This design comes from an exercise in tuning for small area on the open sky130 flow, not from production work. In this exercise RTL edits were held to simulation tests only and were not proved equivalent to the original. No driver is modelled on the clock port, so clock power and skew are understated where the tree is cut down; a real chip needs a root buffer or a tree.

==> inputs of run F <==
==> flow/design.v <==
module led_show(
    input clk,
    input rst,  
    output red,
    output green,
    output blue
);
reg [9:0]  r;
reg [6:0]  q;
reg [14:0] s;
reg [19:0] c;
reg [1:0]  ph;
reg        pend;
reg [4:0]  up;
reg        d0f;    
reg        d0b;    
wire r_tc  = r[9] & ~r[8] & r[7] & ~r[6] & r[5] & ~r[4] & ~r[2] & r[1];
wire q_top = q[6] & q[5] & q[2];    
wire s_tc  = ~s[14] & s[13] & ~s[12] & s[11] & ~s[10] & s[9] & ~s[8] & s[7] & s[5] & s[3] & s[1];
wire c_tc  = ~c[19] & ~c[18] & c[17] & c[16] & ~c[15] & c[14] & c[13] & ~c[12] & ~c[11] & ~c[10] & c[9] & ~c[8] & ~c[7] & c[5] & c[4] & c[3];
wire ph3   = ph[1] & ~ph[0];
wire ev    = s_tc & ~ph3;
always @(posedge clk) begin
    if (rst | r_tc | q_top) r <= 10'd691;
    else r <= ~{r[8:0], r[9] ^ r[6]};
    if (rst | s_tc) s <= 15'd9555;
    else s <= ~{s[13:0], s[14] ^ s[13]};
    if (rst | c_tc | ph3) c <= 20'd864461;
    else c <= ~{c[18:0], c[19] ^ c[16]};
    if (rst) q <= 7'd100;
    else if (q_top) q <= 7'd0;
    else if (r_tc) q <= q + 7'd1;
    if (rst) ph <= 2'b10;
    else if (c_tc | ph3) ph <= {ph[0], ~ph[1]};
    if (rst) pend <= 1'b0;
    else pend <= c_tc | (pend & ~ev);
    if (rst) begin
        up <= 5'd0;
        d0f <= 1'b1;
    end else if (ev) begin
        if (pend) begin
            up <= 5'd1;
            d0f <= 1'b0;
            d0b <= up[0];
        end else begin
            up <= up + 5'd1;
        end
    end
end
wire p0 = ph == 2'b00, p1 = ph == 2'b01, p2 = ph == 2'b11;
wire r0 = pend ? p1 : p0;
wire r1 = pend ? p2 : p1;
wire r2 = pend ? (p0 | ph3) : (p2 | ph3);
wire [7:0] qu = {1'b0, q} + {3'b000, up};
wire cu = q < {2'b00, up};
wire cd = d0f ? (qu < 8'd50) : (qu < {7'b0001111, d0b});
assign red   = (r0 & cd) | (r2 & cu);
assign green = (r0 & cu) | (r1 & cd);
assign blue  = (r1 & cu) | (r2 & cd);
endmodule
==> flow/flow/run.sh <==
#!/bin/bash
# Own layout flow: the standard ORFS flow (standard.sh) with
#  - synthesis through flow/synth.tcl: synth_recipe.tcl unchanged, but ABC maps
#    with several area-oriented scripts and the smallest result is kept, and
#    adders are left to ABC (no ha/fa extraction);
#  - port buffers of the smallest buffer (buf_1);
#  - a one-level clock tree: flow/clock_pre.tcl gives each group of
#    flip-flops (by register) a clock buffer fed by the clock port, before
#    placement; flow/cts_pre.tcl then skips TritonCTS.
# Each tool's full output is in orfs/logs/ (ORFS's per-step logs) and make.log.
set -euo pipefail
W=$PWD
F=$W/flow
bash "$W/standard.sh" \
  "SYNTH_SCRIPT=$F/synth.tcl" \
  "ADDER_MAP_FILE=" \
  "BUFFER_PORTS_ARGS=-buffer_cell sky130_fd_sc_hd__buf_1" \
  "POST_FLOORPLAN_TCL=$F/clock_pre.tcl" \
  "PRE_CTS_TCL=$F/cts_pre.tcl" \
  finish > "$W/make.log" 2>&1
==> flow/flow/clock_pre.tcl <==
# Clock buffers, inserted after floorplanning so that placement pulls each
# group of flip-flops to its buffer. Each group (by register name) gets one
# clock buffer driven by the clock port; TritonCTS is skipped later
# (cts_pre.tcl). The buffers are marked dont-touch so that the placement
# step's buffer removal keeps them.
set own_groups {
  {sky130_fd_sc_hd__clkbuf_8 {c ph pend}}
  {sky130_fd_sc_hd__clkbuf_8 {s up d0f d0b}}
  {sky130_fd_sc_hd__clkbuf_8 {r q}}
}
set block [ord::get_db_block]
set clknet [[$block findBTerm clk] getNet]
set sinks [$clknet getITerms]
set gi 0
set placed 0
foreach grp $own_groups {
  lassign $grp cell names
  set master [[ord::get_db] findMaster $cell]
  set inst [odb::dbInst_create $block $master "clkbuf_own_$gi"]
  set net [odb::dbNet_create $block "clknet_own_$gi"]
  $net setSigType CLOCK
  [$inst findITerm A] connect $clknet
  [$inst findITerm X] connect $net
  foreach it $sinks {
    set base [regsub {[\\\[$].*$} [[$it getInst] getName] ""]
    if { [lsearch -exact $names $base] >= 0 } {
      $it disconnect
      $it connect $net
      incr placed
    }
  }
  $inst setDoNotTouch 1
  incr gi
}
if { $placed != [llength $sinks] } {
  error "clock_pre.tcl: grouped $placed of [llength $sinks] clock sinks"
}
puts "own clock tree: $gi buffers for $placed sinks"
==> flow/flow/cts_pre.tcl <==
# The clock tree was built by clock_pre.tcl after floorplanning: skip
# TritonCTS; the rest of ORFS's CTS step (legalisation, timing repair) runs.
set_propagated_clock [all_clocks]
proc clock_tree_synthesis {args} {
  puts "clock_tree_synthesis skipped: clock tree built by clock_pre.tcl"
}
==> flow/flow/synth.tcl <==
# synth_recipe.tcl (the standard synthesis) with ABC's mapping changed: each
# ABC script below maps the same logic, and the smallest result (by the
# liberty cell area) is kept. Registers are mapped before ABC runs, so they
# are the standard synthesis's.
set ::own_dir [file dirname [file normalize [info script]]]
set ::own_abc_scripts {
  "strash; &get -n; &st; &dch -f; &nf -R 1000; &put; topo"
  "strash; &get -n; &st; &dch; &nf -R 1000; &put; topo"
  "strash; dch -f; amap; topo"
  "strash; dch -f; map -a; topo"
  "strash; dch -f; map -a; amap; topo"
  "strash; dc2; dch -f; amap; topo"
  "strash; dc2; dch -f; map -a; topo"
  "strash; ifraig; dch -f; map -a; topo"
  "strash; balance; rewrite; refactor; balance; rewrite -z; refactor -z; rewrite -z; balance; dch -f; map -a; topo"
  "strash; balance; rewrite; refactor; balance; rewrite -z; refactor -z; rewrite -z; balance; dch -f; amap; topo"
  "strash; dch -f; map -a; strash; dch -f; map -a; topo"
  "strash; &get -n; &st; &dch -f; &nf -R 1000 -E 100; &put; topo"
  "strash; &get -n; &st; &dch -f; &nf -R 1000 -p; &put; topo"
  "strash; &get -n; &st; &dch -f; &nf -R 1000 -F 8 -A 4; &put; topo"
  "strash; &get -n; &st; &dch -f; &nf -R 1000 -Q 10; &put; topo"
  "strash; &get -n; &st; &dch -f; &nf -R 1000 -C 32; &put; topo"
  "strash; &get -n; &st; &dch -f; &nf -R 1000 -k; &put; topo"
  "strash; &get -n; &st; &syn2; &dch -f; &nf -R 1000; &put; topo"
  "strash; &get -n; &st; &synch2; &nf -R 1000; &put; topo"
  "strash; &get -n; &st; &syn3; &dch -f; &nf -R 1000; &put; topo"
  "strash; &get -n; &st; &b; &dch -f; &nf -R 1000; &put; topo"
  "strash; dch; amap; topo"
  "strash; dch; map -a; topo"
  "strash; dc2; dc2; dch -f; map -a; topo"
  "strash; dc2; dc2; dch -f; amap; topo"
  "strash; rewrite; refactor; rewrite -z; dch -f; map -a; topo"
  "strash; rewrite; refactor; rewrite -z; dch -f; amap; topo"
  "strash; dch -f; map -a -B 0; topo"
  "strash; &get -n; &st; &dch -f -r; &nf -R 1000; &put; topo"
  "strash; &get -n; &st; &dc2; &dch -f; &nf -R 1000; &put; topo"
  "strash; dc2; dch -f; map -a; strash; dch -f; amap; topo"
}
proc own_area {} {
  set st [tee -q -s result.string stat {*}$::lib_args]
  if { ![regexp {Chip area for module '[^']*': ([0-9.]+)} $st -> area] } {
    error "no area in stat output"
  }
  return $area
}
proc abc {args} {
  set i [lsearch -exact $args -script]
  if { $i < 0 } {
    yosys abc {*}$args
    return
  }
  yosys design -save own_pre_abc
  set best -1
  set best_area 0
  set n 0
  foreach body $::own_abc_scripts {
    set f [file join $::env(OBJECTS_DIR) "own_abc_$n.script"]
    set fh [open $f w]
    puts $fh [join [split $body ";"] "\n"]
    close $fh
    yosys design -load own_pre_abc
    lset args [expr { $i + 1 }] $f
    if { [catch { yosys abc {*}$args } err] } {
      puts "own abc script $n failed: $err"
    } else {
      yosys opt_clean -purge
      set area [own_area]
      puts "own abc script $n: area $area"
      if { $best < 0 || $area < $best_area } {
        set best $n
        set best_area $area
        yosys design -save own_best
      }
    }
    incr n
  }
  if { $best < 0 } {
    error "every ABC script failed"
  }
  yosys design -load own_best
  puts "own abc: kept script $best, area $best_area"
}
source [file join [file dirname $::own_dir] synth_recipe.tcl]
==> flow/standard.sh <==
#!/bin/bash
# synth_recipe.tcl (not shown) runs the flow's synth.tcl, then flattens the netlist and writes it again
# the make line also repeats each setting of config.mk as NAME=value (left out here)
make -C /OpenROAD-flow-scripts/flow DESIGN_CONFIG=/design/flow/config.mk WORK_HOME=/design/flow/orfs CLKGATE_MAP_FILE= SYNTH_SCRIPT=/design/flow/synth_recipe.tcl "${@:-finish}"
==> flow/config.mk <==
export PLATFORM = sky130hd
export DESIGN_NAME = led_show
export DESIGN_NICKNAME = led_show
export VERILOG_FILES = /design/flow/design.v
export SDC_FILE = /design/flow/constraint.sdc
export NUM_CORES = 4
export LEC_CHECK = 0
export CAP_MARGIN = 20
export CORE_MARGIN = 2
export CORE_UTILIZATION = 40
export PLACE_DENSITY = 0.85
export SLEW_MARGIN = 20
==> flow/constraint.sdc <==
create_clock -name core_clock -period 20.0 [get_ports {clk}]
set_input_delay 4.0000 -clock core_clock [delete_from_list [all_inputs] [get_ports {clk}]]
set_output_delay 4.0000 -clock core_clock [all_outputs]
set_load 0.01 [all_outputs]
==> run R (differences from run F) <==
--- a/flow/flow/clock_pre.tcl
+++ b/flow/flow/clock_pre.tcl
@@ -23,5 +23,5 @@
   [$inst findITerm X] connect $net
   foreach it $sinks {
-    set base [regsub {[\\\[$].*$} [[$it getInst] getName] ""]
+    set base [regsub {(\[[0-9]+\])?\$.*$} [[$it getInst] getName] ""]
     if { [lsearch -exact $names $base] >= 0 } {
       $it disconnect
PLACE_DENSITY = not set   (was 0.85)
==> summary of the runs <==
Run F ran to the end with no violations. Run R stopped in floorplan.
Synthesized cell count is the same in run F and run R.
In synthesized area, run R and run F do not differ.
The clock cells of run F come from the design's own scripts or RTL, not from TritonCTS.

-- separate check: timing with driven ports --
The flow's constraints put no driver on any port. The routed layout listed below was extracted and timed again, unchanged, in two steps.
Step 1 sets driving cells, clkbuf_16 on the clock port and buf_2 on the other inputs (assumed; they add their load-dependent delay and slew).
Step 2 moves the port delays by t, midway between the first and last clock arrival at a register: inputs arrive t later, outputs are due t later. That takes back most of the time a late clock gives input paths.
Slacks: no drivers / after step 1 / after step 2; pairs: no drivers / after step 1.
run: run F
t, ns: 0.196
setup slack, ns: 13.403 / 13.372 / 13.568
worst slew at a driven data input, ns: 0.03
pins driven straight from the clock port: 3
After both steps run F still meets setup and hold. The setup slack of run F moves by -0.031 ns with the drivers and by +0.165 ns with both steps.
